Source: an optimization exercise on an open RTL-to-GDS flow (aim: small area, a short achievable clock period and few clock cycles per item). Production flows keep margins and buffers that such runs may drop.
Function was checked by simulation only, so behaviour that the tests miss may differ from the original.

$ cat flow/config.mk
export PLATFORM = sky130hd
export DESIGN_NAME = average
export DESIGN_NICKNAME = average
export VERILOG_FILES = /design/flow/design.v
export SDC_FILE = /design/flow/constraint.sdc
export NUM_CORES = 4
export LEC_CHECK = 0
export CAP_MARGIN = 20
export CORE_MARGIN = 2
export CORE_UTILIZATION = 40
export SLEW_MARGIN = 20
$ cat flow/constraint.sdc
create_clock -name core_clock -period 6.0 [get_ports {clk}]
set_input_delay 1.2000 -clock core_clock [delete_from_list [all_inputs] [get_ports {clk}]]
set_output_delay 1.2000 -clock core_clock [all_outputs]
set_load 0.01 [all_outputs]
$ cat flow/design.v
`timescale 1ns/1ps
module average #(
    parameter int NOF_BITS = 32
) (
    input  logic                clk,
    input  logic                rst_n,
    input  logic                start,
    input  logic                data_first,
    input  logic                data_last,
    input  logic [NOF_BITS-1:0] data_in,
    output logic [NOF_BITS:0]   data_out,
    output logic                busy,
    output logic                TO,
    output logic                done
);
    localparam int W = NOF_BITS;
    localparam int TIMEOUT_LIMIT = 10;
    logic       acc;       
    logic       v;         
    logic       div;       
    logic [4:0] cnt;       
    logic [W:0]   x;       
    logic [W:0]   b;       
    logic [W-1:0] y;       
    wire waiting  = busy & ~acc & ~v & ~div;
    wire take     = acc | (waiting & data_first);
    wire to_now   = waiting & ~data_first & (cnt == 5'(TIMEOUT_LIMIT - 1));
    wire fin      = v & ~acc;                  
    wire sum_on   = v & acc;                   
    wire div_last = div & (&cnt);
    wire [W+1:0] sum = {1'b0, x} + {1'b0, b} + (W+2)'(b[W]);
    wire         ge  = sum[W+1];               
    always_ff @(posedge clk) begin
        if (div)
            x <= {ge ? sum[W-1:0] : x[W-1:0], y[W-1]};
        else if (fin)
            x <= {{(W-1){1'b0}}, sum[W:W-1]};
        else if (sum_on)
            x <= sum[W:0];
        else
            x <= '0;
        if (div)
            y <= {y[W-2:0], ge};
        else if (fin)
            y <= {sum[W-2:0], 1'b0};
        else
            y <= acc ? y + 1'b1 : W'(1);
        if (fin)
            b <= {1'b1, ~y};
        else if (!div)
            b <= {1'b0, data_in};
    end
    always_ff @(posedge clk or negedge rst_n) begin
        if (!rst_n) begin
            busy     <= 1'b0;
            acc      <= 1'b0;
            v        <= 1'b0;
            div      <= 1'b0;
            cnt      <= '0;
            TO       <= 1'b0;
            done     <= 1'b0;
            data_out <= '0;
        end else begin
            TO   <= to_now;
            done <= div_last;
            v    <= take;
            if (!busy) begin
                busy <= start;
                cnt  <= '0;
            end else begin
                if (to_now | div_last) busy <= 1'b0;
                cnt <= fin ? '0 : cnt + 1'b1;
                if (take) acc <= ~data_last;
                div <= fin | (div & ~div_last);
            end
            if (div_last) data_out <= {1'b0, y[W-2:0], ge};
        end
    end
endmodule
$ cat flow/run.sh
#!/bin/bash
# synth_recipe.tcl (not shown) runs the flow's synth.tcl, then flattens the netlist and writes it again
# the make line also repeats each setting of config.mk as NAME=value (left out here)
make -C /OpenROAD-flow-scripts/flow DESIGN_CONFIG=/design/flow/config.mk WORK_HOME=/design/flow/orfs CLKGATE_MAP_FILE= SYNTH_SCRIPT=/design/flow/synth_recipe.tcl finish
==> impl_metrics.ini, run 1 <==
[logic_synthesis]
syn_avg_cell_area_sq_um = 9.01
synth.distinct_cells = 78
yosys_warnings = 1
synth_edf_count = 32
synth_compound_area_frac = 0.184
synth_mux_area_frac = 0.0407
ys_seq_area_frac = 0.417
synth_top_family_by_area = simple AND/OR/NAND/NOR gates
synth_area_leaders = dfxtp_1 16%, dfrtp_1 13%, edfxtp_1 12%
synthAdderAreaFrac = 0.0609
synthXorXnorAreaFrac = 0.0587
synth-async-reset-ratio = 0.305
ys_ff_latch = 141
synth_top_area_frac = 0.164
syn_nets = 969
syn_inst = 894
synth-simple-area-share = 0.188
synth_flop_cell = dfxtp_1
syn_area_sq_um = 8060
post-synth-top-area-cell = dfxtp_1

[timing]
finClkSkew_ns = 0.00776
fmaxAchievable_ghz = 0.314
fin_crit_sh = 0.531
rsz0062_at_grt = false
period_minus_slack_ns = 3.19
fin_setup_tns_ns = 0
hold_viol = 0
slew_violations = 0
timing.final.ws_setup_ns = 2.81
max_slew_margin = 0.279
setup_viol = 0
worst_pin_slew_ns = 1.08

[clock_network]
post_cts_buffers = 0
cts_resized = 0
cts.sinks = 141
cts_tree = done
path_clk_slew_ns = 0.06
numCtsBuffers = 17
cts_buffer_depth = 2
ctsHoldBuffers = 0
cts_max_level = 4
cts_root_buffer = clkbuf_16
clk_latency_ns = 0.42

[routing]
firstDrtPassIters = 5
wire_per_inst_um = 17.4
num_vias = 6863
drt_iter0_markers = 606
drc = 0
drtAntennaViolNets = 0
wirelength_um = 21100
vias_per_cell = 5.65

[cells_and_area]
syn2layout_area_growth_pct = 16.9
diodes = 0
final_common_cell = nand2_1
layout_common_cells = 135 x nand2_1, 84 x nand3_1, 80 x o21ai_0, 70 x clkdlybuf4s50_1, 66 x dfxtp_1
fillers = 1898
nets = 1011
drive_gt1_frac = 0.0864

[die]
die_w_um = 146
start_util = 0.411
io-pin-count = 73
dieArea_sq_um = 21300
core_area_sq_um = 19600
fp.dieH_um = 146
rows = 51

[critical_path]
required_ns = 6.29
critical_path_class = reg2reg
cp-start-kind = flip-flop
arrival_ns = 3.48
r2r_cells = 11
endpoint_kind = flip-flop
slowest_delay_ns = 0.40
crit_buf_inv = 1
worst_path_most_repeated_cell = a21oi_1
path_cells = ha_1 -> a21oi_1 -> nand4b_1 -> a21oi_1 -> o211ai_1 -> a21oi_2 -> a41oi_2 -> o311ai_4 -> buf_4 -> mux2i_1 -> o22ai_1
crit_family = compound AO/OA/AOI/OAI gates
cp.depth = 11
slowest_stage = buf_4
path_max_fanout = 29

[global_route]
antenna_found_initial = 0
grt_overflow = 0
grt_pass1_wl_um = 34100
grt_pass1_vias = 6285
grt_start_max_net_pins = 80
track_usage = 0.198

[placed_design]
gp_congestion = 0.911
place_ws_ns = 2.84
portBuffers = 71
post-dp-hpwl_um = 15200

[hold_path]
hp-class = reg2reg
hold_path_depth = 1

[run]
maxCapViolCount = 0

[status]
status = no timing/DRC/antenna violations
==> worst paths after layout <==
path	startpoint	end	slack, ns
worst max register to register	b[1]	x[18]	2.81
worst max-delay path	b[1]	x[18]	2.81
min in group asynchronous	rst_n	data_out[8]	0.84
worst min-delay path	cnt[4]	TO	0.48
worst min register to register	cnt[4]	TO	0.48
max in group asynchronous	rst_n	div	4.72
==> metrics by stage <==
step / area [sq um] / std cells / hold WS, ns / util
after floorplan: 8060 / 894 / 0.426 / -
after global placement: 8860 / 1182 / 0.473 / 0.452
after detailed placement: 8860 / 1182 / 0.463 / 0.452
after CTS: 9420 / 1214 / 0.479 / 0.481
after global routing: 9420 / 1214 / 0.503 / 0.481
final: 9420 / 1214 / 0.476 / 0.481
==> registers in the layout, summed over array words and instances, names as in the netlist <==
signal,flops
data_out,32
acc,1
div,1
y,32
x,33
done,1
v,1
b,33
cnt,5
TO,1
busy,1
==> routing by layer <==
| layer | part of all wire | vias to the layer above | track usage |
|---|---|---|---|
| met3 | 0.063 | 29 | 0.0317 |
| met4 | 0.019 | 0 | 0.0588 |
| met2 | 0.44 | 230 | 0.292 |
| met1 | 0.48 | 3286 | 0.298 |
| li1 | - | 3318 | - |
| met5 | 0 | - | 0 |
==> cell type report <==
class | count | area, sq um | share of cell area
multi-input cells | 673 | 4310 | 0.458
flip-flops and latches | 141 | 3360 | 0.357
repair buffers | 80 | 773 | 0.0821
clock buffers | 23 | 499 | 0.0530
well taps | 265 | 332 | 0.0352
inverters | 23 | 86.3 | 0.00916
clock inverters | 9 | 57.6 | 0.00611
==> worst register-to-register path: stages (launching register included) <==
cell and delay, ns:
edfxtp_1 0.39, ha_1 0.30, a21oi_1 0.08, nand4b_1 0.22
a21oi_1 0.29, o211ai_1 0.20, a21oi_2 0.28, a41oi_2 0.23
o311ai_4 0.30, buf_4 0.40, mux2i_1 0.27, o22ai_1 0.10
==> kinds of logic after synthesis <==
logic type	Yosys count
simple gates	319
compound gates	231
flops	141
buf+inv	80
xor+xnor	54
fa+ha+maj	38
mux	30
other cells	1
==> synth_stat cells, types with 4 or more instances <==
cell type	count
ha_1	36
a31oi_1	7
dfrtp_1	43
a211oi_1	4
a32oi_1	7
clkbuf_8	5
nand3_1	84
edfxtp_1	32
o21ai_1	5
o31ai_1	8
buf_2	6
mux2i_1	8
and3_1	10
xor2_1	16
buf_1	4
nand4_1	10
dfxtp_1	66
clkbuf_1	35
nand2b_1	7
o21ai_0	80
o22ai_1	4
mux2_2	22
nor2_1	31
nor3_1	5
nor2b_1	9
xnor2_1	38
inv_1	22
a221oi_1	7
a21oi_1	42
a22oi_1	15
nand2_1	135
a21o_1	13
Testbench counts, summed over its fixed seeds: cycles 80,608, items 1,600.
==> inputs of run 2 (changes only) <==
--- a/flow/design.v
+++ b/flow/design.v
@@ -20,7 +20,7 @@
     logic       div;       
     logic [4:0] cnt;       
     logic [W:0]   x;       
-    logic [W:0]   b;       
+    logic [W-1:0] b;       
     logic [W-1:0] y;       
     wire waiting  = busy & ~acc & ~v & ~div;
     wire take     = acc | (waiting & data_first);
@@ -28,10 +28,13 @@
     wire fin      = v & ~acc;                  
     wire sum_on   = v & acc;                   
     wire div_last = div & (&cnt);
-    wire [W+1:0] sum = {1'b0, x} + {1'b0, b} + (W+2)'(b[W]);
+    wire skip     = div & ~|x & ~|y[W-1:W-3] & ~&cnt[4:2];
+    wire [W+1:0] sum = {1'b0, x} + {1'b0, div, b} + (W+2)'(div);
     wire         ge  = sum[W+1];               
     always_ff @(posedge clk) begin
-        if (div)
+        if (skip)
+            x <= {{W{1'b0}}, y[W-4]};
+        else if (div)
             x <= {ge ? sum[W-1:0] : x[W-1:0], y[W-1]};
         else if (fin)
             x <= {{(W-1){1'b0}}, sum[W:W-1]};
@@ -39,16 +42,18 @@
             x <= sum[W:0];
         else
             x <= '0;
-        if (div)
+        if (skip)
+            y <= {y[W-5:0], 4'b0};
+        else if (div)
             y <= {y[W-2:0], ge};
         else if (fin)
             y <= {sum[W-2:0], 1'b0};
         else
             y <= acc ? y + 1'b1 : W'(1);
         if (fin)
-            b <= {1'b1, ~y};
+            b <= ~y;
         else if (!div)
-            b <= {1'b0, data_in};
+            b <= data_in;
     end
     always_ff @(posedge clk or negedge rst_n) begin
         if (!rst_n) begin
@@ -69,7 +74,7 @@
                 cnt  <= '0;
             end else begin
                 if (to_now | div_last) busy <= 1'b0;
-                cnt <= fin ? '0 : cnt + 1'b1;
+                cnt <= fin ? '0 : cnt + (skip ? 5'd4 : 5'd1);
                 if (take) acc <= ~data_last;
                 div <= fin | (div & ~div_last);
             end
--- a/flow/config.mk
+++ b/flow/config.mk
@@ -8,4 +8,5 @@
 export CAP_MARGIN = 20
 export CORE_MARGIN = 2
 export CORE_UTILIZATION = 40
+export SETUP_SLACK_MARGIN = 3.0
 export SLEW_MARGIN = 20
==> run 2 against run 1 <==
Largest cell class unchanged. First-iteration DRC count increased by 6.3%. Utilization rose by 0.17 points. Global-route usage rose by 3.9 points. Synthesized cell count rose by 15%. Sequential cell count shrank 1. Hold slack worse by 0.0035 ns. Sequential share of layout area shrank 2.6 points. Cell area is 7.0% higher. Still clean on timing, DRC and antenna. Fmax up 8.7%.
==> impl_metrics.ini, run 2 <==
[status]
status = no timing/DRC/antenna violations

[logic_synthesis]
synth-simple-area-share = 0.205
synth_mux_area_frac = 0.0236
synthTopCellsByCount = 207 x nand2_1, 93 x o21ai_0, 70 x nor2_1
ys_ff_latch = 140
synthAdderAreaFrac = 0.0579
yosys_warnings = 1
synth_top_family_by_area = compound AO/OA/AOI/OAI gates
synth-async-reset-ratio = 0.307
synth_edf_count = 32
syn_nets = 1105
synthXorXnorAreaFrac = 0.0579
synth_compound_area_frac = 0.218
post-synth-top-area-cell = dfxtp_1
synth_flop_cell = dfxtp_1
syn_area_sq_um = 8470
synth_top_area_frac = 0.154
syn_inst = 1030
synth_area_leaders = dfxtp_1 15%, dfrtp_1 13%, edfxtp_1 11%
yosysMostFrequentCell = nand2_1
ys_seq_area_frac = 0.394
synth.distinct_cells = 69
syn_avg_cell_area_sq_um = 8.23

[cells_and_area]
top_register = x
largest_reg_flops = 33
fin_cells = 1357
syn2layout_area_growth_pct = 19.0
fillers = 1993
utilization = 0.483
layout_common_cells = 206 x nand2_1, 89 x o21ai_0, 70 x clkdlybuf4s50_1, 68 x nor2_1, 64 x dfxtp_1
nets = 1144
diodes = 0
drive_gt1_frac = 0.0776
final_common_cell = nand2_1

[routing]
wirelength_um = 26100
vias_per_cell = 5.77
firstDrtPassIters = 5
drtAntennaViolNets = 0
wire_per_inst_um = 19.3
num_vias = 7832
drt_iter0_markers = 644
drc = 0

[critical_path]
endpoint_kind = flip-flop
critical_path_class = reg2reg
required_ns = 6.35
arrival_ns = 3.29
cp-start-kind = flip-flop
path_max_fanout = 4

[timing]
finClkSkew_ns = 0.0111
hold_viol = 0
fmaxAchievable_ghz = 0.341
fin_crit_sh = 0.489
setup_viol = 0
fin_setup_tns_ns = 0
max_slew_margin = 0.378
whs_ns = 0.473
slew_violations = 0
rsz0062_at_grt = true
worst_pin_slew_ns = 0.933
period_minus_slack_ns = 2.93

[clock_network]
cts.sinks = 140
cts_buffer_depth = 2
ctsHoldBuffers = 0
cts_root_buffer = clkbuf_16
cts_tree = done
clk_latency_ns = 0.43
path_clk_slew_ns = 0.07
cts_max_level = 4
numCtsBuffers = 17

[die]
start_util = 0.406
io-pin-count = 73
dieArea_sq_um = 22400
core_area_sq_um = 20900
die_w_um = 150
rows = 53
fp.dieH_um = 150

[global_route]
grt_overflow = 0
grt_pass1_vias = 7388
antenna_found_initial = 0
track_usage = 0.237
grt_start_max_net_pins = 53
grt_pass1_wl_um = 41200

[placed_design]
gp_congestion = 0.890
portBuffers = 71
dp_cells = 1322
post-dp-hpwl_um = 18900

[run]
maxCapViolCount = 0

[hold_path]
hp-class = reg2reg
-- run 2: final cells by class --
class                      instances  area, sq um  area share
clock buffer                      18          439      0.0436
inverter                          22         82.6     0.00819
timing repair buffer              85          823      0.0817
sequential                       140         3340       0.331
clock inverter                    14          116      0.0115
tap                              275          344      0.0341
multi-input combinational        803         4940       0.490
-- run 2: routing by layer --
layer,track usage,vias up,share of wire
met5,0,-,0
met4,0.0648,0,0.018
met3,0.0354,36,0.053
met2,0.361,249,0.45
met1,0.349,3758,0.48
li1,-,3789,-
-- run 2: cells by family (layout without fill, tap and decap cells) --
group | Yosys count | after routing
and+or+nand+nor | 393 | 393
adders and majority gates | 38 | 38
other | 1 | 1
buffers and inverters | 87 | 139
DFF | 140 | 140
AOI/OAI and AO/OA | 295 | 295
xor gates and xnor gates | 56 | 56
muxes | 20 | 20
-- run 2: final timing paths --
check                             start            to  slack, ns  cells after the start
setup / recovery                   b[0]         x[30]       3.07                     13
hold reg to reg            data_out[11]  data_out[11]       0.47                      2
setup reg to reg                   b[0]         x[30]       3.07                     13
min in group asynchronous         rst_n  data_out[27]       0.75                      1
hold / removal             data_out[11]  data_out[11]       0.47                      2
max in group asynchronous         rst_n  data_out[12]       4.85                      1
-- run 2: per-stage QoR --
| step | setup slack [ns] | area [sq um] |
|---|---|---|
| 6_report | 3.07 | 10100 |
| 5_1_grt | 2.94 | 10100 |
| 4_1_cts | 2.96 | 9940 |
| 3_5_place_dp | 2.49 | 9330 |
| 3_3_place_gp | 2.46 | 9330 |
| 2_1_floorplan | 3.35 | 8470 |
-- run 2: what timing repair did --
action                                  in CTS  in global routing
gates resized for setup                     13                 29
endpoints found under the setup margin      40                 45
cloned                                       0                  0
pin swaps                                    2                  4
setup buffers                                1                  2
-- run 2: worst max-delay path, stage by stage, from the launching register on --
cell and delay, ns:
edfxtp_1 0.40, fa_2 0.44, inv_1 0.08, fa_1 0.20
nand2b_1 0.19, a21oi_4 0.09, buf_4 0.15, nor3_4 0.25
o211ai_1 0.15, o21ai_2 0.26, buf_4 0.15, nand4_1 0.15
o311ai_4 0.16, o2bb2ai_1 0.17
Testbench counts of run 2, summed over its fixed seeds: cycles 72,898, items 1,600.
==> inputs of run 3 (changes only) <==
--- a/flow/config.mk
+++ b/flow/config.mk
@@ -8,5 +8,5 @@
 export CAP_MARGIN = 20
 export CORE_MARGIN = 2
 export CORE_UTILIZATION = 40
-export SETUP_SLACK_MARGIN = 3.0
+export SETUP_SLACK_MARGIN = 3.3
 export SLEW_MARGIN = 20
==> run 3 against run 2 <==
Clock skew fell by 0.0016 ns. Wire length rose by 3.3%. Largest cell class unchanged. Die area did not move. Highest routed layer unchanged.
==> impl_metrics.ini, run 3 <==
[global_route]
track_usage = 0.240
grt_start_max_net_pins = 53
grt_pass1_vias = 7474
grt_overflow = 0
antenna_found_initial = 0
grt_pass1_wl_um = 41700

[cells_and_area]
top_register = x
diodes = 0
nets = 1154
final_common_cell = nand2_1
final_cell_area_sq_um = 10600
drive_gt1_frac = 0.143
fillers = 1925
syn2layout_area_growth_pct = 25.4
fin_cells = 1367
layout_common_cells = 200 x nand2_1, 85 x o21ai_0, 70 x clkdlybuf4s50_1, 64 x nor2_1, 64 x dfxtp_1
largest_reg_flops = 33

[critical_path]
slowest_stage = fa_2
crit_family = compound AO/OA/AOI/OAI gates
cp-start-kind = flip-flop
required_ns = 6.32
crit_buf_inv = 3
critical_path_class = reg2reg
r2r_start = b[0]
worst_path_most_repeated_cell = fa_2
reg2reg_to = x[31]
arrival_ns = 3.07
r2r_cells = 12
endpoint_kind = flip-flop
path_max_fanout = 4
reg2reg_slack_ns = 3.25
path_cells = fa_2 -> inv_2 -> fa_2 -> nand2b_4 -> a21oi_4 -> buf_6 -> nor3_4 -> o211ai_1 -> o21ai_2 -> buf_4 -> o311ai_4 -> a21bo_2
slowest_delay_ns = 0.43

[die]
rows = 53
start_util = 0.406
fp.dieH_um = 150
core_area_sq_um = 20900
io-pin-count = 73
die_w_um = 150
dieArea_sq_um = 22400

[routing]
drc = 0
wire_per_inst_um = 19.8
wirelength_um = 27000
num_vias = 8010
firstDrtPassIters = 5
vias_per_cell = 5.86
drtAntennaViolNets = 0
drt_iter0_markers = 783

[clock_network]
ctsHoldBuffers = 0
cts_buffer_depth = 2
cts_root_buffer = clkbuf_16
cts_max_level = 4
numCtsBuffers = 17
clk_latency_ns = 0.43
path_clk_slew_ns = 0.07
cts.sinks = 140
cts_tree = done

[timing]
period_minus_slack_ns = 2.75
finClkSkew_ns = 0.00954
setup_viol = 0
max_slew_margin = 0.385
rsz0062_at_grt = true
slew_violations = 0
fin_setup_tns_ns = 0
hold_viol = 0
worst_pin_slew_ns = 0.922
fmaxAchievable_ghz = 0.363
fin_crit_sh = 0.459

[hold_path]
hold_end = data_out[11]
hold_path_depth = 2
hp-class = reg2reg
worstHoldStart = data_out[11]

[status]
status = no timing/DRC/antenna violations

[logic_synthesis]
syn_area_sq_um = 8470
synth_top_area_frac = 0.154
syn_inst = 1030
ys_seq_area_frac = 0.394
synthTopCellsByCount = 207 x nand2_1, 93 x o21ai_0, 70 x nor2_1
synth_area_leaders = dfxtp_1 15%, dfrtp_1 13%, edfxtp_1 11%
yosys_warnings = 1
yosysMostFrequentCell = nand2_1
synth_edf_count = 32
synth.distinct_cells = 69
syn_nets = 1105
synth_flop_cell = dfxtp_1
ys_ff_latch = 140
syn_avg_cell_area_sq_um = 8.23
synth-async-reset-ratio = 0.307
post-synth-top-area-cell = dfxtp_1

[placed_design]
dp_cells = 1322
portBuffers = 71
place_area_sq_um = 9330
post-dp-hpwl_um = 18900
gp_congestion = 0.890

[run]
maxCapViolCount = 0
## run 3: cell counts after synthesis
No cell type changed its count.
## run 3: cells by family (layout without fill, tap and decap cells)
| group | after synthesis | in the layout | synth area share |
|---|---|---|---|
| AO/OA/AOI/OAI | 295 | 295 | 0.218 |
| AND/OR/NAND/NOR | 393 | 393 | 0.205 |
| buffers and inverters | 87 | 149 | 0.0431 |
| adder cells (fa/ha/maj) | 38 | 38 | 0.0579 |
| XOR/XNOR | 56 | 56 | 0.0579 |
| flip-flops | 140 | 140 | 0.394 |
| multiplexers | 20 | 20 | 0.0236 |
| other | 1 | 1 | 0.000443 |
## run 3: layout make-up
cell class              count  area, sq um  area share
flip-flops and latches    140         3340       0.315
clock buffers              18          439      0.0413
well taps                 275          344      0.0324
repair buffers             95          963      0.0907
multi-input cells         803         5330       0.502
clock inverters            14          116      0.0110
inverters                  22         82.6     0.00777
## run 3: layer usage
layer / global-route usage / up-vias / wire length (um)
met5: 0 / - / 0
met4: 0.0671 / 0 / 499
met3: 0.0345 / 36 / 1610
met2: 0.367 / 304 / 12200
met1: 0.352 / 3851 / 12700
li1: - / 3819 / -
## run 3: repair_timing
item                       in CTS  in global routing
gates cloned                    0                  2
hold endpoints to repair        0                  0
resized for setup              66                 66
pin swaps                      13                 24
setup endpoints to repair      58                 90
buffers inserted                6                  5
## run 3: worst max path at each step
stage          depth (start not counted)    end  start
2_1_floorplan                         10  y[20]    div
3_3_place_gp                          10  x[31]   x[0]
3_5_place_dp                          10  x[31]   x[0]
4_1_cts                               12  x[31]   b[0]
5_1_grt                               12  x[31]   b[0]
6_report                              12  x[31]   b[0]
## run 3: per-stage QoR
step            util  hold slack [ns]  setup slack, ns
2_1_floorplan      -            0.460             3.35
3_3_place_gp   0.447            0.461             2.46
3_5_place_dp   0.447            0.463             2.49
4_1_cts        0.489            0.480             3.19
5_1_grt        0.508            0.503             3.17
6_report       0.508            0.473             3.25
## run 3: tightest hold or removal path: stages, from the launching register on
cell and delay, ns:
dfrtp_1 0.34, nand2_1 0.05, nand2_1 0.06
==> inputs of run 4 (changes only) <==
--- a/flow/config.mk
+++ b/flow/config.mk
@@ -8,5 +8,6 @@
 export CAP_MARGIN = 20
 export CORE_MARGIN = 2
 export CORE_UTILIZATION = 40
-export SETUP_SLACK_MARGIN = 3.3
+export CTS_BUF_LIST = sky130_fd_sc_hd__clkbuf_8
+export SETUP_SLACK_MARGIN = 3.0
 export SLEW_MARGIN = 20
==> run 4 against run 3 <==
Register-to-register slack got worse by 0.20 ns. Still clean on timing, DRC and antenna. Utilization decreased by 3.3 points. First-iteration DRC count decreased by 21%. Die area unchanged. Largest cell class unchanged.
==> impl_metrics.ini, run 4 <==
[run]
maxCapViolCount = 0

[critical_path]
critical_path_class = reg2reg
crit_buf_inv = 3
path_cells = fa_2 -> inv_1 -> fa_1 -> nand2b_1 -> a21oi_2 -> buf_4 -> nor3_4 -> o211ai_1 -> o21ai_2 -> buf_4 -> nand4_1 -> o311ai_4 -> a21bo_2
slowest_delay_ns = 0.44
crit_start = b[0]
endpoint_kind = flip-flop
path_max_fanout = 3
cp-start-kind = flip-flop
r2r_start = b[0]
required_ns = 6.41
arrival_ns = 3.37
crit_family = compound AO/OA/AOI/OAI gates
slowest_stage = fa_2
worst_path_most_repeated_cell = buf_4

[timing]
max_slew_margin = 0.392
setup_viol = 0
rsz0062_at_grt = true
fin_setup_tns_ns = 0
fmaxAchievable_ghz = 0.339
hold_viol = 0
worst_pin_slew_ns = 0.912
fin_crit_sh = 0.492
slew_violations = 0
period_minus_slack_ns = 2.95
finClkSkew_ns = 0.0165

[cells_and_area]
final_common_cell = nand2_1
diodes = 0
drive_gt1_frac = 0.0832
nets = 1144
multiInputGateArea_sq_um = 4970
syn2layout_area_growth_pct = 17.2
top_register = x
final_cell_area_sq_um = 9930
seq_area_sq_um = 3340
layout_common_cells = 206 x nand2_1, 88 x o21ai_0, 70 x clkdlybuf4s50_1, 68 x nor2_1, 64 x dfxtp_1
largest_reg_flops = 33
fillers = 2002

[logic_synthesis]
syn_area_sq_um = 8470
yosys_warnings = 1
synth_flop_cell = dfxtp_1
syn_inst = 1030
synthTopCellsByCount = 207 x nand2_1, 93 x o21ai_0, 70 x nor2_1
synth-async-reset-ratio = 0.307
syn_nets = 1105
synth.distinct_cells = 69
ys_seq_area_frac = 0.394
synth_top_area_frac = 0.154
syn_avg_cell_area_sq_um = 8.23
synth_area_leaders = dfxtp_1 15%, dfrtp_1 13%, edfxtp_1 11%
yosysMostFrequentCell = nand2_1
synth_edf_count = 32
ys_ff_latch = 140
post-synth-top-area-cell = dfxtp_1

[die]
io-pin-count = 73
fp.dieH_um = 150
dieArea_sq_um = 22400
die_w_um = 150
start_util = 0.406
rows = 53
core_area_sq_um = 20900

[clock_network]
clk_latency_ns = 0.47
cts_max_level = 4
cts_buffer_depth = 2
cts.sinks = 140
ctsHoldBuffers = 0
numCtsBuffers = 17
path_clk_slew_ns = 0.09
cts_tree = done
cts_root_buffer = clkbuf_8

[routing]
firstDrtPassIters = 5
wirelength_um = 26100
num_vias = 7811
drt_iter0_markers = 622
vias_per_cell = 5.76
drc = 0
wire_per_inst_um = 19.3
drtAntennaViolNets = 0

[global_route]
grt_overflow = 0
track_usage = 0.237
antenna_found_initial = 0
grt_pass1_wl_um = 41200
grt_pass1_vias = 7369
grt_start_max_net_pins = 53

[hold_path]
worstHoldStart = data_out[11]
hp-class = reg2reg

[placed_design]
place_area_sq_um = 9330
portBuffers = 71
post-dp-hpwl_um = 18900
gp_congestion = 0.890

[status]
status = no timing/DRC/antenna violations
-- run 4: cell count changes in the layout (fill, tap and decap cells not counted), moves of 4 or more --
cell | before | now
nor2_1 | 64 | 68
ha_1 | 23 | 34
a21oi_1 | 45 | 57
ha_2 | 9 | 2
a21oi_2 | 11 | 4
a221oi_1 | 16 | 20
clkbuf_16 | 19 | 0
buf_4 | 19 | 12
ha_4 | 4 | 0
a21oi_4 | 5 | 0
nand2_2 | 7 | 1
clkbuf_8 | 1 | 19
nand2_1 | 200 | 206
a221oi_2 | 4 | 0
-- run 4: timing repair --
item,CTS,global route
resized for setup,12,37
pin swaps,2,6
endpoints found under the setup margin,40,48
cloned,0,0
setup buffers,1,2
-- run 4: worst paths after layout --
path | endpoint | slack (ns) | depth (start not counted)
min in group asynchronous | data_out[27] | 0.71 | 1
worst min register to register | data_out[11] | 0.48 | 2
worst max register to register | x[31] | 3.05 | 13
worst max-delay path | x[31] | 3.05 | 13
worst min-delay path | data_out[11] | 0.48 | 2
max in group asynchronous | data_out[12] | 4.89 | 1
-- run 4: layout make-up --
| class | count | area share |
|---|---|---|
| Clock inverter | 14 | 0.0117 |
| Clock buffer | 18 | 0.0249 |
| Timing Repair Buffer | 85 | 0.0833 |
| Tap cell | 275 | 0.0347 |
| Inverter | 22 | 0.00832 |
| Sequential cell | 140 | 0.336 |
| Multi-Input combinational cell | 803 | 0.501 |
-- run 4: cells by family after synthesis --
logic type,share of synthesized area
fa+ha+maj,0.0579
buf+inv,0.0431
compound gates,0.218
xor+xnor,0.0579
mux,0.0236
flops,0.394
simple gates,0.205
other cells,0.000443
-- run 4: worst min-delay path: cells and delay by family (launching register included) --
family	cells	cell delay (ns)
simple gates	2	0.11
flops	1	0.35
-- run 4: through the flow --
step                 util  instances  hold WS, ns  setup slack [ns]
floorplan               -       1030        0.460              3.35
global placement    0.447       1322        0.461              2.46
detailed placement  0.447       1322        0.463              2.49
CTS                 0.467       1355        0.487              2.94
global route        0.475       1357        0.508              2.90
finish              0.475       1357        0.479              3.05
-- run 4: layer usage --
metal / track usage / share of wire / vias up
li1: - / - / 3784
met1: 0.349 / 0.49 / 3760
met2: 0.361 / 0.45 / 228
met3: 0.0363 / 0.048 / 39
met4: 0.0638 / 0.019 / 0
met5: 0 / 0 / -
==> inputs of run 5 (changes only) <==
--- a/flow/config.mk
+++ b/flow/config.mk
@@ -8,6 +8,6 @@
 export CAP_MARGIN = 20
 export CORE_MARGIN = 2
 export CORE_UTILIZATION = 40
-export CTS_BUF_LIST = sky130_fd_sc_hd__clkbuf_8
+export CTS_BUF_LIST = sky130_fd_sc_hd__clkbuf_2 sky130_fd_sc_hd__clkbuf_4 sky130_fd_sc_hd__clkbuf_8
 export SETUP_SLACK_MARGIN = 3.0
 export SLEW_MARGIN = 20
==> run 5 against run 4 <==
First-iteration DRC count unchanged. Critical path type unchanged. Final cell count stayed put. Sequential share of layout area did not move. Largest cell class unchanged. Count of clock-buffer cells in the layout stayed put. Synthesized area is the same. Global-route usage is the same.
==> impl_metrics.ini, run 5 <==
[global_route]
grt_start_max_net_pins = 53
antenna_found_initial = 0
grt_pass1_wl_um = 41200
track_usage = 0.237
grt_pass1_vias = 7369
grt_overflow = 0

[logic_synthesis]
synth_top_area_frac = 0.154
syn_inst = 1030
syn_avg_cell_area_sq_um = 8.23
synth-async-reset-ratio = 0.307
ys_seq_area_frac = 0.394
synth_edf_count = 32
yosys_warnings = 1
post-synth-top-area-cell = dfxtp_1
synth.distinct_cells = 69
synth_flop_cell = dfxtp_1
synth_area_leaders = dfxtp_1 15%, dfrtp_1 13%, edfxtp_1 11%
syn_nets = 1105
yosysMostFrequentCell = nand2_1
synthTopCellsByCount = 207 x nand2_1, 93 x o21ai_0, 70 x nor2_1
ys_ff_latch = 140
syn_area_sq_um = 8470

[clock_network]
cts.sinks = 140
numCtsBuffers = 17
cts_tree = done
path_clk_slew_ns = 0.09
cts_root_buffer = clkbuf_8
cts_buffer_depth = 2
clk_latency_ns = 0.47
cts_max_level = 4

[routing]
wirelength_um = 26100
vias_per_cell = 5.76
firstDrtPassIters = 5
drc = 0
wire_per_inst_um = 19.3
drt_iter0_markers = 622
drtAntennaViolNets = 0
num_vias = 7811

[hold_path]
hold_path_depth = 2
hold_end = data_out[11]
worstHoldStart = data_out[11]
hp-class = reg2reg

[critical_path]
worst_path_most_repeated_cell = buf_4
arrival_ns = 3.37
crit_buf_inv = 3
endpoint_kind = flip-flop
path_cells = fa_2 -> inv_1 -> fa_1 -> nand2b_1 -> a21oi_2 -> buf_4 -> nor3_4 -> o211ai_1 -> o21ai_2 -> buf_4 -> nand4_1 -> o311ai_4 -> a21bo_2
reg2reg_slack_ns = 3.05
slowest_delay_ns = 0.44
required_ns = 6.41
reg2reg_to = x[31]
slowest_stage = fa_2
crit_family = compound AO/OA/AOI/OAI gates
critical_path_class = reg2reg
r2r_cells = 13
path_max_fanout = 3
r2r_start = b[0]
cp-start-kind = flip-flop

[die]
start_util = 0.406
fp.dieH_um = 150
die_w_um = 150
rows = 53
core_area_sq_um = 20900
io-pin-count = 73
dieArea_sq_um = 22400

[placed_design]
dp_cells = 1322
portBuffers = 71
post-dp-hpwl_um = 18900
place_area_sq_um = 9330
gp_congestion = 0.890

[timing]
fin_setup_tns_ns = 0
rsz0062_at_grt = true
fin_crit_sh = 0.492
fmaxAchievable_ghz = 0.339
setup_viol = 0
period_minus_slack_ns = 2.95
whs_ns = 0.479
worst_pin_slew_ns = 0.912
finClkSkew_ns = 0.0165
hold_viol = 0
max_slew_margin = 0.392
slew_violations = 0

[cells_and_area]
nets = 1144
layout_common_cells = 206 x nand2_1, 88 x o21ai_0, 70 x clkdlybuf4s50_1, 68 x nor2_1, 64 x dfxtp_1
fillers = 2002
final_cell_area_sq_um = 9930
largest_reg_flops = 33
final_common_cell = nand2_1
diodes = 0
drive_gt1_frac = 0.0832
top_register = x
syn2layout_area_growth_pct = 17.2
fin_cells = 1357

[run]
maxCapViolCount = 0

[status]
status = no timing/DRC/antenna violations
==> run 5: area by class of cell <==
class | count | area, sq um | share of cell area
inverters | 22 | 82.6 | 0.00832
repair buffers | 85 | 827 | 0.0833
clock inverters | 14 | 116 | 0.0117
multi-input cells | 803 | 4970 | 0.501
flip-flops and latches | 140 | 3340 | 0.336
clock buffers | 18 | 248 | 0.0249
well taps | 275 | 344 | 0.0347
==> run 5: cell families (layout without fill, tap and decap cells) <==
logic type | after synthesis | in the layout | share of synthesized area
buf+inv | 87 | 139 | 0.0431
xor+xnor | 56 | 56 | 0.0579
other cells | 1 | 1 | 0.000443
mux | 20 | 20 | 0.0236
flops | 140 | 140 | 0.394
compound gates | 295 | 295 | 0.218
simple gates | 393 | 393 | 0.205
fa+ha+maj | 38 | 38 | 0.0579
==> run 5: tightest hold or removal path: stages, from the launching register on <==
cell     delay [ns]
dfrtp_1        0.35
nand2_1        0.05
nand2_1        0.06
==> run 5: repair_timing <==
| action | 4_1_cts | 5_1_grt |
|---|---|---|
| pin swaps | 2 | 6 |
| setup endpoints to repair | 40 | 48 |
| gates cloned | 0 | 0 |
| buffers inserted | 1 | 2 |
| hold buffers | 0 | 0 |
| gates resized for setup | 12 | 37 |
==> run 5: metal layers <==
layer  wire length, um  share of wire  track usage
met1             12700           0.49        0.349
met2             11600           0.45        0.361
met3              1270          0.048       0.0363
met4               509          0.019       0.0638
met5                 0              0            0
==> run 5: worst max-delay path by stage <==
stage	from	slack (ns)	to	depth (start not counted)
after global placement	x[0]	2.46	x[31]	10
after global routing	b[26]	2.90	x[31]	10
after floorplan	div	3.35	y[20]	10
after CTS	b[0]	2.94	x[31]	9
final	b[0]	3.05	x[31]	13
after detailed placement	x[0]	2.49	x[31]	10
==> run 5: per-stage QoR <==
| step | setup slack [ns] | utilization |
|---|---|---|
| final | 3.05 | 0.475 |
| after global routing | 2.90 | 0.475 |
| after CTS | 2.94 | 0.467 |
| after detailed placement | 2.49 | 0.447 |
| after global placement | 2.46 | 0.447 |
| after floorplan | 3.35 | - |
==> inputs of run 6 (changes only) <==
==> flow/flow/run.sh (new file) <==
#!/bin/bash
# The standard layout, except that the port buffers are the smallest
# plain buffer (buf_1) rather than the delay buffer buffer_ports picks by
# default; the resizer still upsizes any of them that timing needs.
set -euo pipefail
export BUFFER_PORTS_ARGS="-buffer_cell sky130_fd_sc_hd__buf_1"
bash standard.sh > standard_flow.log 2>&1
==> flow/standard.sh (new file) <==
#!/bin/bash
# synth_recipe.tcl (not shown) runs the flow's synth.tcl, then flattens the netlist and writes it again
# the make line also repeats each setting of config.mk as NAME=value (left out here)
make -C /OpenROAD-flow-scripts/flow DESIGN_CONFIG=/design/flow/config.mk WORK_HOME=/design/flow/orfs CLKGATE_MAP_FILE= SYNTH_SCRIPT=/design/flow/synth_recipe.tcl "${@:-finish}"
--- a/flow/config.mk
+++ b/flow/config.mk
@@ -7,7 +7,7 @@
 export LEC_CHECK = 0
 export CAP_MARGIN = 20
 export CORE_MARGIN = 2
-export CORE_UTILIZATION = 40
-export CTS_BUF_LIST = sky130_fd_sc_hd__clkbuf_2 sky130_fd_sc_hd__clkbuf_4 sky130_fd_sc_hd__clkbuf_8
+export CORE_UTILIZATION = 60
+export CTS_BUF_LIST = sky130_fd_sc_hd__clkbuf_8
 export SETUP_SLACK_MARGIN = 3.0
 export SLEW_MARGIN = 20
removed: flow/run.sh
==> run 6 against run 5 <==
Worst setup slack improved by 0.042 ns. Non-clock buffer count rose by 1. Sequential share of layout area rose by 1.8 points. Final cell count fell by 6.9%. Count of clock-buffer cells in the layout did not move. Synthesized area did not move. Synthesized cell count did not move. Highest routed layer unchanged.
==> impl_metrics.ini, run 6 <==
[timing]
rsz0062_at_grt = true
worst_pin_slew_ns = 0.943
fin_setup_tns_ns = 0
setup_viol = 0
fmaxAchievable_ghz = 0.343
fin_crit_sh = 0.485
max_slew_margin = 0.371
finClkSkew_ns = 0.0160
hold_viol = 0
whs_ns = 0.478
period_minus_slack_ns = 2.91
slew_violations = 0

[clock_network]
cts_buffer_depth = 2
cts.sinks = 140
clk_latency_ns = 0.46
numCtsBuffers = 17
cts_tree = done
cts_root_buffer = clkbuf_8
cts_max_level = 4
path_clk_slew_ns = 0.08
ctsHoldBuffers = 0

[global_route]
grt_pass1_vias = 7326
track_usage = 0.347
grt_start_max_net_pins = 54
grt_pass1_wl_um = 39900
grt_overflow = 0
antenna_found_initial = 0

[critical_path]
endpoint_kind = flip-flop
arrival_ns = 3.26
path_cells = ha_1 -> a21oi_1 -> o21ai_0 -> a31oi_1 -> o21ai_1 -> or3_1 -> buf_6 -> nor3_1 -> a21oi_1 -> a21bo_2
slowest_stage = ha_1
required_ns = 6.35
crit_family = compound AO/OA/AOI/OAI gates
crit_buf_inv = 1
cp-start-kind = flip-flop
path_max_fanout = 22
worst_path_most_repeated_cell = a21oi_1
critical_path_class = reg2reg
slowest_delay_ns = 0.54

[die]
die_w_um = 123
start_util = 0.613
dieArea_sq_um = 15100
io-pin-count = 73
core_area_sq_um = 13800
rows = 43
fp.dieH_um = 123

[logic_synthesis]
synth-async-reset-ratio = 0.307
synthXorXnorAreaFrac = 0.0579
syn_inst = 1030
synth_area_leaders = dfxtp_1 15%, dfrtp_1 13%, edfxtp_1 11%
synth_top_area_frac = 0.154
synth-simple-area-share = 0.205
ys_seq_area_frac = 0.394
yosysMostFrequentCell = nand2_1
synth_edf_count = 32
yosys_warnings = 1
synth.distinct_cells = 69
synth_compound_area_frac = 0.218
synth_flop_cell = dfxtp_1
synthAdderAreaFrac = 0.0579
post-synth-top-area-cell = dfxtp_1
syn_area_sq_um = 8470
synthTopCellsByCount = 207 x nand2_1, 93 x o21ai_0, 70 x nor2_1
synth_mux_area_frac = 0.0236
syn_avg_cell_area_sq_um = 8.23
synth_top_family_by_area = compound AO/OA/AOI/OAI gates
syn_nets = 1105
ys_ff_latch = 140

[placed_design]
place_area_sq_um = 8780
post-dp-hpwl_um = 17600
dp_cells = 1228
gp_congestion = 0.914
portBuffers = 71

[cells_and_area]
utilization = 0.682
drive_gt1_frac = 0.0776
largest_reg_flops = 33
multiInputGateArea_sq_um = 4940
fin_cells = 1263
seq_area_sq_um = 3340
diodes = 0
final_common_cell = nand2_1
layout_common_cells = 206 x nand2_1, 88 x o21ai_0, 70 x nor2_1, 70 x buf_1, 65 x dfxtp_1
final_cell_area_sq_um = 9430
top_register = x
fillers = 1169
nets = 1145
syn2layout_area_growth_pct = 11.3

[routing]
firstDrtPassIters = 5
vias_per_cell = 6.34
num_vias = 8013
wire_per_inst_um = 20.1
drc = 0
wirelength_um = 25400
drtAntennaViolNets = 0
drt_iter0_markers = 1097

[hold_path]
hp-class = reg2reg

[status]
status = no timing/DRC/antenna violations

[run]
maxCapViolCount = 0
-- run 6: cell counts after synthesis --
No cell type changed its count.
-- run 6: through the flow --
step                      worst slack (ns)
final                                 3.09
after global placement                2.59
after detailed placement              2.46
after global routing                  2.97
after floorplan                       3.35
after CTS                             2.92
-- run 6: final cells by class --
class / instances / area share
Tap cell: 180 / 0.0239
Clock buffer: 18 / 0.0263
Timing Repair Buffer: 86 / 0.0474
Sequential cell: 140 / 0.354
Clock inverter: 14 / 0.0154
Multi-Input combinational cell: 803 / 0.524
Inverter: 22 / 0.00876
-- run 6: final timing paths --
kind / slack (ns) / cells after the start / from / end
max in group asynchronous: 4.54 / 1 / rst_n / data_out[12]
min in group asynchronous: 0.87 / 1 / rst_n / data_out[20]
worst min-delay path: 0.48 / 2 / data_out[23] / data_out[23]
worst min register to register: 0.48 / 2 / data_out[23] / data_out[23]
worst max register to register: 3.09 / 10 / b[26] / x[31]
worst max-delay path: 3.09 / 10 / b[26] / x[31]
-- run 6: logic make-up after synthesis --
group	Yosys count
flip-flops	140
XOR/XNOR	56
AND/OR/NAND/NOR	393
AO/OA/AOI/OAI	295
other	1
adder cells (fa/ha/maj)	38
multiplexers	20
buffers and inverters	87
-- run 6: tightest hold or removal path, cell delays in order, from the launching register on --
cell and delay [ns]:
dfrtp_1 0.34, nand2_1 0.05, nand2_1 0.06
-- run 6: repair_timing --
| item | in CTS | in global routing |
|---|---|---|
| pin swaps | 1 | 3 |
| cloned | 2 | 0 |
| gates resized for setup | 12 | 32 |
| setup endpoints to repair | 50 | 48 |
| buffers inserted | 1 | 0 |
-- run 6: routing by layer --
metal | up-vias | wire length (um) | track usage
met4 | 0 | 561 | 0.119
met5 | - | 0 | 0
met2 | 391 | 11000 | 0.495
met3 | 42 | 2080 | 0.0697
met1 | 3797 | 11700 | 0.520
li1 | 3783 | - | -
==> inputs of run 7 (changes only) <==
--- a/flow/config.mk
+++ b/flow/config.mk
@@ -5,9 +5,10 @@
 export SDC_FILE = /design/flow/constraint.sdc
 export NUM_CORES = 4
 export LEC_CHECK = 0
+export ABC_AREA = 1
 export CAP_MARGIN = 20
 export CORE_MARGIN = 2
-export CORE_UTILIZATION = 60
+export CORE_UTILIZATION = 40
 export CTS_BUF_LIST = sky130_fd_sc_hd__clkbuf_8
 export SETUP_SLACK_MARGIN = 3.0
 export SLEW_MARGIN = 20
==> run 7 against run 6 <==
Utilization is 24 points lower. Via count is 22% higher. Cell area up 11%. Wire length rose by 24%. Worst setup slack better by 0.11 ns. Critical endpoint is now x[23]. Hold slack better by 0.0015 ns. Final cell count is 47% higher. Die area rose by 66%. Critical path depth rose by 3. First-iteration DRC count down 1.5%.
==> impl_metrics.ini, run 7 <==
[critical_path]
required_ns = 6.40
crit_family = simple AND/OR/NAND/NOR gates
path_max_fanout = 31
worst_path_most_repeated_cell = nand2_1
critical_path_class = reg2reg
endpoint_kind = flip-flop
crit_buf_inv = 2
path_cells = ha_1 -> a21oi_1 -> inv_1 -> nand2_1 -> nand3_1 -> a21oi_1 -> nand2_2 -> nor2_2 -> buf_4 -> nand2_1 -> nand2_1 -> nor2_1 -> nor2_1
slowest_delay_ns = 0.47
cp-start-kind = flip-flop
arrival_ns = 3.20
slowest_stage = edfxtp_1

[logic_synthesis]
ys_ff_latch = 140
syn_avg_cell_area_sq_um = 6.47
synth_top_area_frac = 0.214
synth_area_leaders = nand2_1 21%, dfxtp_1 14%, dfrtp_1 11%
synth_flop_cell = dfxtp_1
yosysMostFrequentCell = nand2_1
synth.distinct_cells = 47
synth-async-reset-ratio = 0.307
ys_seq_area_frac = 0.351
syn_nets = 1545
synthTopCellsByCount = 542 x nand2_1, 180 x inv_1, 125 x nand3_1
syn_area_sq_um = 9500
synth_edf_count = 32
yosys_warnings = 1
post-synth-top-area-cell = nand2_1
syn_inst = 1470

[clock_network]
cts_root_buffer = clkbuf_8
cts_buffer_depth = 2
cts.sinks = 140
clk_latency_ns = 0.46
cts_tree = done
numCtsBuffers = 17
cts_max_level = 4
ctsHoldBuffers = 0
path_clk_slew_ns = 0.09

[global_route]
antenna_found_initial = 0
grt_pass1_vias = 9067
grt_pass1_wl_um = 49600
track_usage = 0.260
grt_start_max_net_pins = 75
grt_overflow = 0

[placed_design]
dp_cells = 1825
gp_congestion = 0.942
place_ws_ns = 2.94
portBuffers = 71
post-dp-hpwl_um = 24200

[timing]
fin_crit_sh = 0.467
hold_viol = 0
max_slew_margin = 0.351
fin_setup_tns_ns = 0
setup_viol = 0
finClkSkew_ns = 0.0159
fmaxAchievable_ghz = 0.357
worst_pin_slew_ns = 0.974
period_minus_slack_ns = 2.80
rsz0062_at_grt = false
slew_violations = 0
timing.final.ws_setup_ns = 3.20

[die]
io-pin-count = 73
start_util = 0.406
dieArea_sq_um = 25000
core_area_sq_um = 23400
rows = 56
fp.dieH_um = 158
die_w_um = 158

[routing]
drt_iter0_markers = 1080
drtAntennaViolNets = 0
drc = 0
firstDrtPassIters = 5
vias_per_cell = 5.25
wire_per_inst_um = 16.9
wirelength_um = 31500
num_vias = 9772

[cells_and_area]
nets = 1603
drive_gt1_frac = 0.0467
syn2layout_area_growth_pct = 9.87
layout_common_cells = 541 x nand2_1, 182 x inv_1, 125 x nand3_1, 109 x nor2_1, 97 x o21ai_0
utilization = 0.446
fin_cells = 1860
top_register = x
diodes = 0
final_common_cell = nand2_1
largest_reg_flops = 33

[hold_path]
hp-class = reg2reg

[status]
status = no timing/DRC/antenna violations

[run]
maxCapViolCount = 0
run 7: tightest hold or removal path, stage by stage (launching register included):
cell and delay [ns]:
dfrtp_1 0.34, nand2_1 0.05, nand2_1 0.05
run 7: worst paths after layout:
path,from,endpoint,slack (ns),cells past startpoint
worst max-delay path,b[22],x[23],3.20,13
min in group asynchronous,rst_n,data_out[26],0.89,1
worst max register to register,b[22],x[23],3.20,13
worst min-delay path,data_out[0],data_out[0],0.48,2
max in group asynchronous,rst_n,div,4.39,1
worst min register to register,data_out[0],data_out[0],0.48,2
run 7: cells by family after synthesis:
| group | synth area share |
|---|---|
| AOI/OAI and AO/OA | 0.108 |
| DFF | 0.351 |
| xor gates and xnor gates | 0.0184 |
| and+or+nand+nor | 0.374 |
| buffers and inverters | 0.0970 |
| adders and majority gates | 0.0516 |
| other | 0.000395 |
run 7: stage by stage:
step | instance area (sq um) | hold WS [ns]
after global routing | 10400 | 0.507
after CTS | 10400 | 0.492
after global placement | 10000 | 0.469
after detailed placement | 10000 | 0.471
final | 10400 | 0.480
after floorplan | 9500 | 0.449
run 7: layout make-up:
type | count | area (sq um)
inverter | 186 | 701
tap | 319 | 399
timing repair buffer | 84 | 369
clock buffer | 17 | 234
sequential | 140 | 3340
multi-input combinational | 1099 | 5260
fill | 2536 | 13000
clock inverter | 15 | 135
run 7: timing repair:
item | CTS | global route
setup endpoints to repair | 10 | 21
gates resized for setup | 2 | 2
setup buffers | 0 | 3
run 7: per-layer routing:
metal,track usage,share of wire,vias up
met1,0.377,0.47,4520
met4,0.0935,0.029,0
met2,0.392,0.43,367
met3,0.0391,0.063,59
met5,0,0,-
li1,-,-,4826
==> inputs of run 8 (changes only) <==
--- a/flow/config.mk
+++ b/flow/config.mk
@@ -5,10 +5,9 @@
 export SDC_FILE = /design/flow/constraint.sdc
 export NUM_CORES = 4
 export LEC_CHECK = 0
-export ABC_AREA = 1
 export CAP_MARGIN = 20
 export CORE_MARGIN = 2
 export CORE_UTILIZATION = 40
 export CTS_BUF_LIST = sky130_fd_sc_hd__clkbuf_8
-export SETUP_SLACK_MARGIN = 3.0
+export SETUP_SLACK_MARGIN = 3.4
 export SLEW_MARGIN = 20
==> run 8 against run 7 <==
Count of clock-buffer cells in the layout unchanged. Critical path type unchanged. Via count fell by 15%. Utilization increased by 6.3 points. Largest cell class unchanged.
==> impl_metrics.ini, run 8 <==
[hold_path]
hp-class = reg2reg
hold_path_depth = 2

[global_route]
grt_overflow = 0
grt_start_max_net_pins = 80
grt_pass1_vias = 7753
grt_pass1_wl_um = 43100
antenna_found_initial = 0
track_usage = 0.248

[clock_network]
cts_max_level = 4
cts.sinks = 140
numCtsBuffers = 17
cts_root_buffer = clkbuf_8
clk_latency_ns = 0.45
cts_buffer_depth = 2
cts_tree = done
path_clk_slew_ns = 0.08

[cells_and_area]
final_cell_area_sq_um = 10600
diodes = 0
multiInputGateArea_sq_um = 5640
nets = 1188
final_common_cell = nand2_1
seq_area_sq_um = 3340
syn2layout_area_growth_pct = 25.6
layout_common_cells = 202 x nand2_1, 76 x o21ai_0, 70 x buf_1, 62 x nor2_1, 62 x dfxtp_1
drive_gt1_frac = 0.189
fillers = 1963
largest_reg_flops = 33
utilization = 0.509
top_register = x

[critical_path]
critical_path_class = reg2reg
r2r_cells = 13
crit_family = compound AO/OA/AOI/OAI gates
endpoint_kind = flip-flop
cp.depth = 13
arrival_ns = 3.18
cp-start-kind = flip-flop
worst_path_most_repeated_cell = fa_2
slowest_delay_ns = 0.44
crit_buf_inv = 3
required_ns = 6.41
slowest_stage = fa_2
path_max_fanout = 4
path_cells = fa_2 -> inv_2 -> fa_2 -> nand2b_4 -> a21oi_4 -> buf_4 -> nor3_4 -> o211ai_1 -> o21ai_2 -> buf_6 -> nand4_1 -> o311ai_4 -> a21bo_2

[die]
fp.dieH_um = 150
dieArea_sq_um = 22400
core_area_sq_um = 20900
start_util = 0.406
die_w_um = 150
rows = 53
io-pin-count = 73

[timing]
fmaxAchievable_ghz = 0.360
max_slew_margin = 0.327
fin_crit_sh = 0.463
finClkSkew_ns = 0.00933
whs_ns = 0.476
worst_pin_slew_ns = 1.01
hold_viol = 0
slew_violations = 0
period_minus_slack_ns = 2.78
fin_setup_tns_ns = 0
setup_viol = 0
rsz0062_at_grt = true

[routing]
top_layer_used = met4
firstDrtPassIters = 5
drt_iter0_markers = 834
num_vias = 8260
met2_length_um = 13300
wl_met1_um = 12600
drc = 0
wirelength_um = 28500
wl_met3_um = 1810
drtAntennaViolNets = 0
vias_per_cell = 5.90
wire_per_inst_um = 20.4

[logic_synthesis]
synth_top_area_frac = 0.154
synth-async-reset-ratio = 0.307
synthTopCellsByCount = 207 x nand2_1, 93 x o21ai_0, 70 x nor2_1
synth_area_leaders = dfxtp_1 15%, dfrtp_1 13%, edfxtp_1 11%
synth.distinct_cells = 69
post-synth-top-area-cell = dfxtp_1
synth-simple-area-share = 0.205
synth_edf_count = 32
synth_top_family_by_area = compound AO/OA/AOI/OAI gates
yosys_warnings = 1
syn_avg_cell_area_sq_um = 8.23
ys_seq_area_frac = 0.394
synth_compound_area_frac = 0.218
synth_mux_area_frac = 0.0236
syn_area_sq_um = 8470
ys_ff_latch = 140
synthAdderAreaFrac = 0.0579
syn_nets = 1105
synth_flop_cell = dfxtp_1
yosysMostFrequentCell = nand2_1
synthXorXnorAreaFrac = 0.0579
syn_inst = 1030

[placed_design]
place_area_sq_um = 8930
gp_congestion = 0.920
post-dp-hpwl_um = 18700
portBuffers = 71

[run]
maxCapViolCount = 0

[status]
status = no timing/DRC/antenna violations
[run 8: repair_timing]
| item | 4_1_cts | 5_1_grt |
|---|---|---|
| pin swaps | 25 | 41 |
| buffers inserted | 11 | 25 |
| cloned | 5 | 4 |
| endpoints found under the setup margin | 62 | 59 |
| hold buffers | 0 | 0 |
| gates resized for setup | 100 | 97 |
[run 8: kinds of logic (layout without fill, tap and decap cells)]
logic type	Yosys count	in the layout
adder cells (fa/ha/maj)	38	38
AO/OA/AOI/OAI	295	295
XOR/XNOR	56	56
AND/OR/NAND/NOR	393	397
multiplexers	20	20
other	1	1
buffers and inverters	87	178
flip-flops	140	140
[run 8: path summary, 6_finish.rpt]
check	start	endpoint	slack (ns)
max	b[0]	x[31]	3.22
min	data_out[25]	data_out[25]	0.48
max reg2reg	b[0]	x[31]	3.22
min reg2reg	data_out[25]	data_out[25]	0.48
max in group asynchronous	rst_n	data_out[10]	4.76
min in group asynchronous	rst_n	data_out[30]	0.72
[run 8: metal layers]
metal  global-route usage  up-vias
met4               0.0786        0
met5                    0        -
met1                0.343     3971
met2                0.400      336
li1                     -     3888
met3               0.0357       65
[run 8: stage by stage]
step           setup WS, ns  cells
3_3_place_gp           2.55   1323
3_5_place_dp           2.70   1324
6_report               3.22   1400
5_1_grt                3.15   1400
2_1_floorplan          3.42   1030
4_1_cts                3.32   1371
[run 8: tightest hold or removal path, cell delays in order (launching register included)]
cell and delay [ns]:
dfrtp_1 0.34, nand2_1 0.05, nand2_1 0.05
[run 8: area by class of cell]
cell class | instances | area share
clock buffer | 17 | 0.0220
clock inverter | 14 | 0.0190
inverter | 22 | 0.00776
multi-input combinational | 807 | 0.530
sequential | 140 | 0.314
tap | 275 | 0.0323
timing repair buffer | 125 | 0.0750
==> inputs of run 9 (changes only) <==
--- a/flow/config.mk
+++ b/flow/config.mk
@@ -9,5 +9,5 @@
 export CORE_MARGIN = 2
 export CORE_UTILIZATION = 40
 export CTS_BUF_LIST = sky130_fd_sc_hd__clkbuf_8
-export SETUP_SLACK_MARGIN = 3.4
+export SETUP_SLACK_MARGIN = 2.7
 export SLEW_MARGIN = 20
==> run 9 against run 8 <==
Clock skew about the same. Die area unchanged. Final cell count down 3.1%. Critical endpoint unchanged.
==> impl_metrics.ini, run 9 <==
[status]
status = no timing/DRC/antenna violations

[logic_synthesis]
synth_top_area_frac = 0.154
syn_nets = 1105
ys_seq_area_frac = 0.394
synth-async-reset-ratio = 0.307
synth.distinct_cells = 69
yosysMostFrequentCell = nand2_1
ys_ff_latch = 140
syn_area_sq_um = 8470
syn_avg_cell_area_sq_um = 8.23
yosys_warnings = 1
post-synth-top-area-cell = dfxtp_1
synthTopCellsByCount = 207 x nand2_1, 93 x o21ai_0, 70 x nor2_1
syn_inst = 1030
synth_area_leaders = dfxtp_1 15%, dfrtp_1 13%, edfxtp_1 11%
synth_edf_count = 32
synth_flop_cell = dfxtp_1

[die]
io-pin-count = 73
rows = 53
start_util = 0.406
fp.dieH_um = 150
dieArea_sq_um = 22400
die_w_um = 150
core_area_sq_um = 20900

[global_route]
grt_pass1_vias = 7208
grt_start_max_net_pins = 50
grt_overflow = 0
grt_pass1_wl_um = 40400
antenna_found_initial = 0
track_usage = 0.234

[critical_path]
r2r_cells = 10
slowest_delay_ns = 0.53
reg2reg_slack_ns = 2.77
path_cells = ha_1 -> a21oi_1 -> o21ai_0 -> a31oi_1 -> o21ai_0 -> or3_4 -> buf_4 -> nor3_1 -> a21oi_1 -> a21bo_2
endpoint_kind = flip-flop
required_ns = 6.37
path_max_fanout = 15
reg2reg_to = x[31]
cp-start-kind = flip-flop
arrival_ns = 3.60
slowest_stage = o21ai_0
crit_start = b[26]
r2r_start = b[26]
critical_path_class = reg2reg

[run]
maxCapViolCount = 0

[routing]
drc = 0
firstDrtPassIters = 7
drt_iter0_markers = 756
num_vias = 7863
vias_per_cell = 5.80
wire_per_inst_um = 18.9
drtAntennaViolNets = 0
wirelength_um = 25600

[clock_network]
clk_latency_ns = 0.46
numCtsBuffers = 17
ctsHoldBuffers = 0
path_clk_slew_ns = 0.08
cts_tree = done
cts.sinks = 140
cts_max_level = 4
cts_root_buffer = clkbuf_8
cts_buffer_depth = 2

[hold_path]
hp-class = reg2reg
hold_end = data_out[6]
hold_path_depth = 2
worstHoldStart = data_out[6]

[cells_and_area]
largest_reg_flops = 33
final_common_cell = nand2_1
fin_cells = 1356
nets = 1143
fillers = 2131
diodes = 0
top_register = x
drive_gt1_frac = 0.0555
layout_common_cells = 207 x nand2_1, 92 x o21ai_0, 70 x nor2_1, 70 x buf_1, 65 x dfxtp_1
syn2layout_area_growth_pct = 10.1

[timing]
finClkSkew_ns = 0.00913
fin_crit_sh = 0.539
slew_violations = 0
hold_viol = 0
rsz0062_at_grt = true
whs_ns = 0.477
setup_viol = 0
max_slew_margin = 0.375
period_minus_slack_ns = 3.23
fmaxAchievable_ghz = 0.309
fin_setup_tns_ns = 0
worst_pin_slew_ns = 0.937
timing.final.ws_setup_ns = 2.77

[placed_design]
place_ws_ns = 2.40
gp_congestion = 0.938
dp_cells = 1324
post-dp-hpwl_um = 18800
portBuffers = 71
==> run 9: changes by cell type in the layout (fill, tap and decap cells not counted), sizes merged <==
| cell | change |
|---|---|
| buf | -38 |
| or3 | -4 |
| bufinv | -3 |
| clkbuf | -3 |
| clkinv | +2 |
| inv | +2 |
==> run 9: how the worst max path moves through the flow <==
stage / cells past startpoint / endpoint
2_1_floorplan: 10 / y[20]
3_3_place_gp: 10 / x[31]
3_5_place_dp: 10 / x[31]
4_1_cts: 9 / y[20]
5_1_grt: 10 / x[31]
6_report: 10 / x[31]
==> run 9: routing by layer <==
layer,vias to the layer above,track usage,routed length [um]
met1,3753,0.342,12100
li1,3790,-,-
met3,32,0.0308,1420
met5,-,0,0
met4,0,0.0600,432
met2,288,0.365,11700
==> run 9: layout make-up <==
type / count / area, sq um / area share
flip-flops and latches: 140 / 3340 / 0.358
inverters: 22 / 82.6 / 0.00886
clock inverters: 15 / 136 / 0.0146
clock buffers: 17 / 234 / 0.0251
well taps: 275 / 344 / 0.0369
repair buffers: 84 / 368 / 0.0395
multi-input cells: 803 / 4820 / 0.517
==> run 9: critical path, delay by kind of cell (launching register included) <==
kind | cells | cell delay, ns
fa+ha+maj | 1 | 0.48
simple gates | 2 | 0.41
flops | 1 | 0.40
compound gates | 6 | 1.53
buf+inv | 1 | 0.30
==> run 9: per-stage QoR <==
step / utilization / instance area (sq um)
6_report: 0.446 / 9320
4_1_cts: 0.444 / 9280
5_1_grt: 0.446 / 9320
3_3_place_gp: 0.426 / 8910
3_5_place_dp: 0.426 / 8910
2_1_floorplan: - / 8470
==> run 9: repair_timing <==
| action | 4_1_cts | 5_1_grt |
|---|---|---|
| setup endpoints to repair | 47 | 39 |
| buffers inserted | 0 | 0 |
| resized for setup | 3 | 9 |
==> run 9: kinds of logic after synthesis <==
family / count (synthesis) / synth area share
AND/OR/NAND/NOR: 393 / 0.205
AO/OA/AOI/OAI: 295 / 0.218
flip-flops: 140 / 0.394
buffers and inverters: 87 / 0.0431
XOR/XNOR: 56 / 0.0579
adder cells (fa/ha/maj): 38 / 0.0579
multiplexers: 20 / 0.0236
other: 1 / 0.000443

[separate check: timing with driven ports]
No port has a modelled driver above. Below, the same layouts with a new extraction and two added sets of constraints.
Step 1, drivers: a clkbuf_16 drives clk and a buf_2 each remaining input, both assumed.
Step 2, shift: input delay + t, output delay - t, t = (earliest + latest rising clock arrival at the registers) / 2. This alone moves slack from input paths to output paths.
Slacks: ideal ports / drivers / drivers and shift; pairs: ideal ports / drivers.
| run | t (ns) | slack for setup (ns) | worst setup path after step 2 | worst data-port slew with drivers (ns) |
|---|---|---|---|---|
| run 1 | 0.454 | 2.812 / 2.812 / 2.812 | register to register | 0.04 |
| run 2 | 0.476 | 3.066 / 3.066 / 3.066 | register to register | 0.05 |
| run 3 | 0.469 | 3.248 / 3.248 / 3.248 | register to register | 0.05 |
| run 4 | 0.506 | 3.047 / 3.047 / 3.047 | register to register | 0.05 |
| run 5 | 0.506 | 3.047 / 3.047 / 3.047 | register to register | 0.05 |
| run 6 | 0.493 | 3.088 / 3.088 / 3.088 | register to register | 0.03 |
| run 7 | 0.496 | 3.196 / 3.196 / 3.196 | register to register | 0.04 |
| run 8 | 0.488 | 3.223 / 3.223 / 3.223 | register to register | 0.04 |
| run 9 | 0.498 | 2.769 / 2.769 / 2.769 | register to register | 0.05 |
After both steps setup and hold are still met in every run listed.
